Context: an optimization exercise on an open-source flow, tuned for small area and a short achievable clock period. The choices shown serve that exercise and are no tape-out recipe. In this exercise RTL edits were held to simulation tests only and were not proved equivalent to the original.

// processor
module processor(clk, rst, i_dataValid, i_packet, o_answer);
For scale: about 640 cells after synthesis, about 67 I/O pins.
clock: 42.0 ns
lec_check: 0
cap_margin: 20
core_margin: 2
core_utilization: 60
slew_margin: 20
synth_hierarchical: 1
standard.sh (not shown) runs the stock make flow with config.mk's settings and CLKGATE_MAP_FILE= SYNTH_SCRIPT=/design/flow/synth_recipe.tcl, a recipe that flattens the netlist after the stock synthesis.
==> flow/flow/run.sh <==
#!/bin/bash
# Standard layout, with plain buf_1 cells as the buffers that every input and output port gets,
# and timing repair asked to keep 27 ns of setup slack (a 15 ns path) so that the resizer
# buffers and sizes the critical path instead of leaving minimum-size gates on it.
set -euo pipefail
export BUFFER_PORTS_ARGS="-buffer_cell sky130_fd_sc_hd__buf_1"
export SETUP_SLACK_MARGIN=27
bash standard.sh > standard.log 2>&1
Next try:
==> flow/flow/run.sh (replaced) <==
#!/bin/bash
# Standard layout, with plain buf_1 cells (instead of the default delay buffers) as the
# buffers that every input and output port gets.
set -euo pipefail
export BUFFER_PORTS_ARGS="-buffer_cell sky130_fd_sc_hd__buf_1"
bash standard.sh > standard.log 2>&1
Global-route usage fell by 0.33 points. Flip-flop and latch count stays the same. Routed wire length came out lower by 5.8%. Non-clock buffer count fell by 22.
Next try:
==> flow/flow/run.sh (replaced) <==
#!/bin/bash
# Standard layout, with plain buf_1 cells as the buffers that every input and output port gets,
# and timing repair asked to keep 27 ns of setup slack (a 15 ns path) so that the resizer
# buffers and sizes the critical path instead of leaving minimum-size gates on it.
set -euo pipefail
export BUFFER_PORTS_ARGS="-buffer_cell sky130_fd_sc_hd__buf_1"
export SETUP_SLACK_MARGIN=27
bash standard.sh > standard.log 2>&1
- CORE_UTILIZATION: 60 -> 75
Outcome:
- final cell count goes down by 1.3%
- non-clock buffer count came out higher by 21
- routed wire length goes up by 13%

---

== run 1 ==
Another version of the RTL of processor (not shown whole).
Size: ~720 cells after synthesis, roughly 40 flip-flops, ~67 I/O pins, roughly 7100 um^2 of cells after synthesis.
clock: 42.0 ns
lec_check: 0
cap_margin: 20
core_margin: 2
core_utilization: 60
slew_margin: 20
synth_hierarchical: 1
==> flow/flow/run.sh <==
#!/bin/bash
# Standard layout, with plain buf_1 cells as the buffers that every input and output port gets,
# and timing repair asked to keep 28 ns of setup slack (a 14 ns path) so that the resizer
# buffers and sizes the critical path instead of leaving minimum-size gates on it.
set -euo pipefail
export BUFFER_PORTS_ARGS="-buffer_cell sky130_fd_sc_hd__buf_1"
export SETUP_SLACK_MARGIN=28
bash standard.sh > standard.log 2>&1
Run 1 finished all stages; the layout is clean.
For run 2, these inputs were changed with respect to run 1:
==> flow/flow/run.sh <==
#!/bin/bash
# Standard layout, with plain buf_1 cells (instead of the default delay buffers) as the
# buffers that every input and output port gets.
set -euo pipefail
export BUFFER_PORTS_ARGS="-buffer_cell sky130_fd_sc_hd__buf_1"
bash standard.sh > standard.log 2>&1
## What came out
- Compared with run 1, wire length in run 2 decreased by more than 10%.
- Delta (run 2 minus run 1): clock latency reported for the late side of the worst-skew pair now sits at about the same level; combined flip-flop and latch cell area now sits at about the same level; register area share after synthesis now sits at about the same level; total of plain and repair buffers excluding clock buffers now sits lower.
- Taking run 1 as the reference, in run 2 die area roughly the same; via total after detailed routing lower.
Here is what was changed in the inputs of run 3 compared with run 2.
==> flow/run.sh (new file) <==
#!/bin/bash
# synth_recipe.tcl (not shown) runs the flow's synth.tcl, then flattens the netlist and writes it again
# the make line also repeats each setting of config.mk as NAME=value (left out here)
make -C /OpenROAD-flow-scripts/flow DESIGN_CONFIG=/design/flow/config.mk WORK_HOME=/design/flow/orfs CLKGATE_MAP_FILE= SYNTH_SCRIPT=/design/flow/synth_recipe.tcl finish
removed: flow/flow/run.sh
removed: flow/standard.sh
Findings:
- Run 3: all stages complete, timing, DRC and antenna checks passed
- In terms of met1 track demand over resource, run 2 and run 3 differ only marginally.
- Final area ended up 5.4% higher on run 3 than on run 2.
- Run 2 and run 3 ended up with nearly the same critical path depth.
- Changes observed in run 3 relative to run 2: worst setup slack down 0.51 ns, final design utilization up 3.6 points.

---

run A:
Another version of the RTL of processor (not shown whole).
Size in the first run: roughly 67 I/O pins, roughly 6400 um^2 of cells after synthesis.
## processor
module processor(clk, rst, i_dataValid, i_packet, o_answer);
  input clk;
  input rst;
  input i_dataValid;
  input [31:0] i_packet;
  output reg [31:0] o_answer;
  reg [6:0] rf;
  reg f;
  wire dir = i_packet[31];
  wire [30:0] v;
  wire [3:0] g;
  gctl uc0 (.vld(i_dataValid), .rst(rst), .g(g[0]));
  gctl uc1 (.vld(i_dataValid), .rst(rst), .g(g[1]));
  gctl uc2 (.vld(i_dataValid), .rst(rst), .g(g[2]));
  gctl uc3 (.vld(i_dataValid), .rst(rst), .g(g[3]));
  gate8 ug0 (.d(i_packet[7:0]), .g(g[0]), .q(v[7:0]));
  gate8 ug1 (.d(i_packet[15:8]), .g(g[1]), .q(v[15:8]));
  gate8 ug2 (.d(i_packet[23:16]), .g(g[2]), .q(v[23:16]));
  gate8 ug3 (.d({1'b0, i_packet[30:24]}), .g(g[3]), .q({nc_unused, v[30:24]}));
  wire nc_unused;
  wire [31:0] a = o_answer;
  wire [6:0] rneg = (rf == 7'd0) ? 7'd0 : 7'd100 - rf;
  wire [6:0] rin1 = f ? rf : rneg;        
  wire [6:0] rin0 = f ? rneg : rf;        
  wire [6:0] rin = dir ? rin1 : rin0;
  wire [9:0] c0 = v[11:2];
  wire [9:0] c1 = v[21:12];
  wire [8:0] c2 = v[30:22];
  wire [9:0] c1n = ~c1;
  wire [8:0] c2n = ~c2;
  wire [2:0] uq = {1'b0, v[1:0]} + {1'b0, rin[1:0]};
  wire cc = uq[2];
  wire ns_1, nc_2;
  fa uns_1 (.a(c0[0]), .b(c1n[0]), .c(c2[0]), .s(ns_1), .co(nc_2));
  wire ns_3, nc_4;
  fa uns_3 (.a(c0[7]), .b(c1n[7]), .c(c2[7]), .s(ns_3), .co(nc_4));
  wire ns_5, nc_6;
  fa uns_5 (.a(rin[2]), .b(cc), .c(ns_1), .s(ns_5), .co(nc_6));
  wire ns_7, nc_8;
  xn2 uns_7 (.a(c0[1]), .b(c1n[1]), .y(ns_7));
  or2m unc_8 (.a(c0[1]), .b(c1n[1]), .y(nc_8));
  wire ns_9, nc_10;
  fa uns_9 (.a(c2[1]), .b(c0[8]), .c(c0[7]), .s(ns_9), .co(nc_10));
  wire ns_11, nc_12;
  fa uns_11 (.a(c1n[8]), .b(c1n[7]), .c(c2[8]), .s(ns_11), .co(nc_12));
  wire ns_13, nc_14;
  fa uns_13 (.a(c2[7]), .b(rin[3]), .c(ns_7), .s(ns_13), .co(nc_14));
  wire ns_15, nc_16;
  fa uns_15 (.a(nc_2), .b(nc_4), .c(ns_9), .s(ns_15), .co(nc_16));
  wire ns_17, nc_18;
  ...
Settings: LEC_CHECK=0, CAP_MARGIN=20, CORE_MARGIN=2, CORE_UTILIZATION=60, SLEW_MARGIN=20, SYNTH_HIERARCHICAL=1; clock period 42.0 ns.
==> flow/flow/run.sh <==
#!/bin/bash
# Standard layout, with plain buf_1 cells (instead of the default delay buffers) as the
# buffers that every input and output port gets.
set -euo pipefail
export BUFFER_PORTS_ARGS="-buffer_cell sky130_fd_sc_hd__buf_1"
bash standard.sh > standard.log 2>&1
Run A | status: complete | timing, DRC, antenna: pass
Inputs modified between run A and run B:
Settings: CORE_UTILIZATION changed from 60 to 70.
==> flow/flow/run.sh <==
#!/bin/bash
# Standard layout, with plain buf_1 cells as the buffers that every input and output port gets,
# and timing repair asked to keep 26 ns of setup slack (a 16 ns path) so that the resizer
# buffers and sizes the critical path instead of leaving minimum-size gates on it.
set -euo pipefail
export BUFFER_PORTS_ARGS="-buffer_cell sky130_fd_sc_hd__buf_1"
export SETUP_SLACK_MARGIN=26
bash standard.sh > standard.log 2>&1
==> summary.txt <==
Global-route met2 utilization ends up lower on run A. Per the comparison of run B with run A, arrival time at the worst endpoint saw a decrease; post-placement worst setup slack decreased by 0.067 ns relative to the old numbers; wire length after detailed routing now sits higher.
--- input diff run B..run C ---
Settings: swapping 70 for 60 in CORE_UTILIZATION.
--- outcome ---
- In summary, run C completed successfully, with a layout that passed the timing, design-rule and antenna checks.
- Cell count: run C higher than run B
- Comparing the two runs side by side, run C comes out ahead of run B on via count.
- Comparing run C and run B, the lower required time of the critical path is on run B.
- Initial core utilization down 11 points in run C wrt run B
- Final wirelength was higher in run B than in run C.

---

processor, a different RTL version from the one above (not shown whole).
Size in the first run: about 660 cells after synthesis, ~67 I/O pins.
clock: 42.0 ns
lec_check: 0
cap_margin: 20
core_margin: 2
core_utilization: 60
slew_margin: 20
synth_hierarchical: 1
==> flow/flow/run.sh <==
#!/bin/bash
# Standard layout, with plain buf_1 cells as the buffers that every input and output port gets,
# and timing repair asked to keep 27 ns of setup slack (a 15 ns path) so that the resizer
# buffers and sizes the critical path instead of leaving minimum-size gates on it.
set -euo pipefail
export BUFFER_PORTS_ARGS="-buffer_cell sky130_fd_sc_hd__buf_1"
export SETUP_SLACK_MARGIN=27
bash standard.sh > standard.log 2>&1
Edit:
==> flow/flow/run.sh (replaced) <==
#!/bin/bash
# Standard layout, with plain buf_1 cells as the buffers that every input and output port gets,
# and timing repair asked to keep 26 ns of setup slack (a 16 ns path) so that the resizer
# buffers and sizes the critical path instead of leaving minimum-size gates on it.
set -euo pipefail
export BUFFER_PORTS_ARGS="-buffer_cell sky130_fd_sc_hd__buf_1"
export SETUP_SLACK_MARGIN=26
bash standard.sh > standard.log 2>&1
=> Worst setup slack degrades by 0.69 ns. Design area is lower by 9.4%. Wire length is lower by 12%. Die area is unchanged. Sequential share of layout area is higher by 1.1 points. First-iteration DRC count is higher by about 28%. Via count is lower by 3.8%.

[static timing again, ports no longer ideal]
No port has a modelled driver above. Below, the same layouts with a new extraction and two added sets of constraints.
Step 1 (the two cells are an assumption about what drives the block):
set clk [get_ports {clk}]
set_driving_cell -lib_cell sky130_fd_sc_hd__clkbuf_16 $clk
set_driving_cell -lib_cell sky130_fd_sc_hd__buf_2 [delete_from_list [all_inputs] $clk]
Step 2 times the ports against the registers' clock, not the clock port: input delays grow and output delays shrink by t, the midpoint of the rising clock arrivals with the driver on.
Three values: no drivers, after step 1, after step 2; two values: the first two.
run	t (ns)	slack for setup (ns)	worst hold slack (ns)	clock arrival spread, ns
the first run of note 1	0.339	27.155 / 27.179 / 26.840	0.709 / 0.709 / 0.709	0.013 / 0.013
the second run of note 1	0.338	25.854 / 25.876 / 25.538	0.708 / 0.708 / 0.708	0.013 / 0.012
the third run of note 1	0.339	27.046 / 27.062 / 26.723	0.717 / 0.717 / 0.717	0.014 / 0.014
run 1	0.346	27.613 / 27.615 / 27.270	0.636 / 0.636 / 0.636	0.009 / 0.009
run 2	0.338	25.060 / 25.079 / 24.741	0.614 / 0.614 / 0.614	0.012 / 0.012
run 3	0.340	24.548 / 24.568 / 24.229	0.662 / 0.662 / 0.662	0.007 / 0.007
run A	0.344	25.877 / 25.889 / 25.546	0.695 / 0.695 / 0.695	0.005 / 0.005
run B	0.330	26.261 / 26.273 / 25.944	0.715 / 0.715 / 0.715	0.009 / 0.009
run C	0.345	26.318 / 26.328 / 25.984	0.696 / 0.696 / 0.696	0.005 / 0.005
the first run of note 4	0.349	27.105 / 27.102 / 26.753	0.697 / 0.697 / 0.697	0.006 / 0.006
the second run of note 4	0.343	26.411 / 26.413 / 26.070	0.735 / 0.735 / 0.735	0.009 / 0.008
After both steps setup and hold are still met in every run listed. The setup slack of the first run of note 4, which loses most, moves by -0.003 ns with the drivers and by -0.352 ns with both steps.
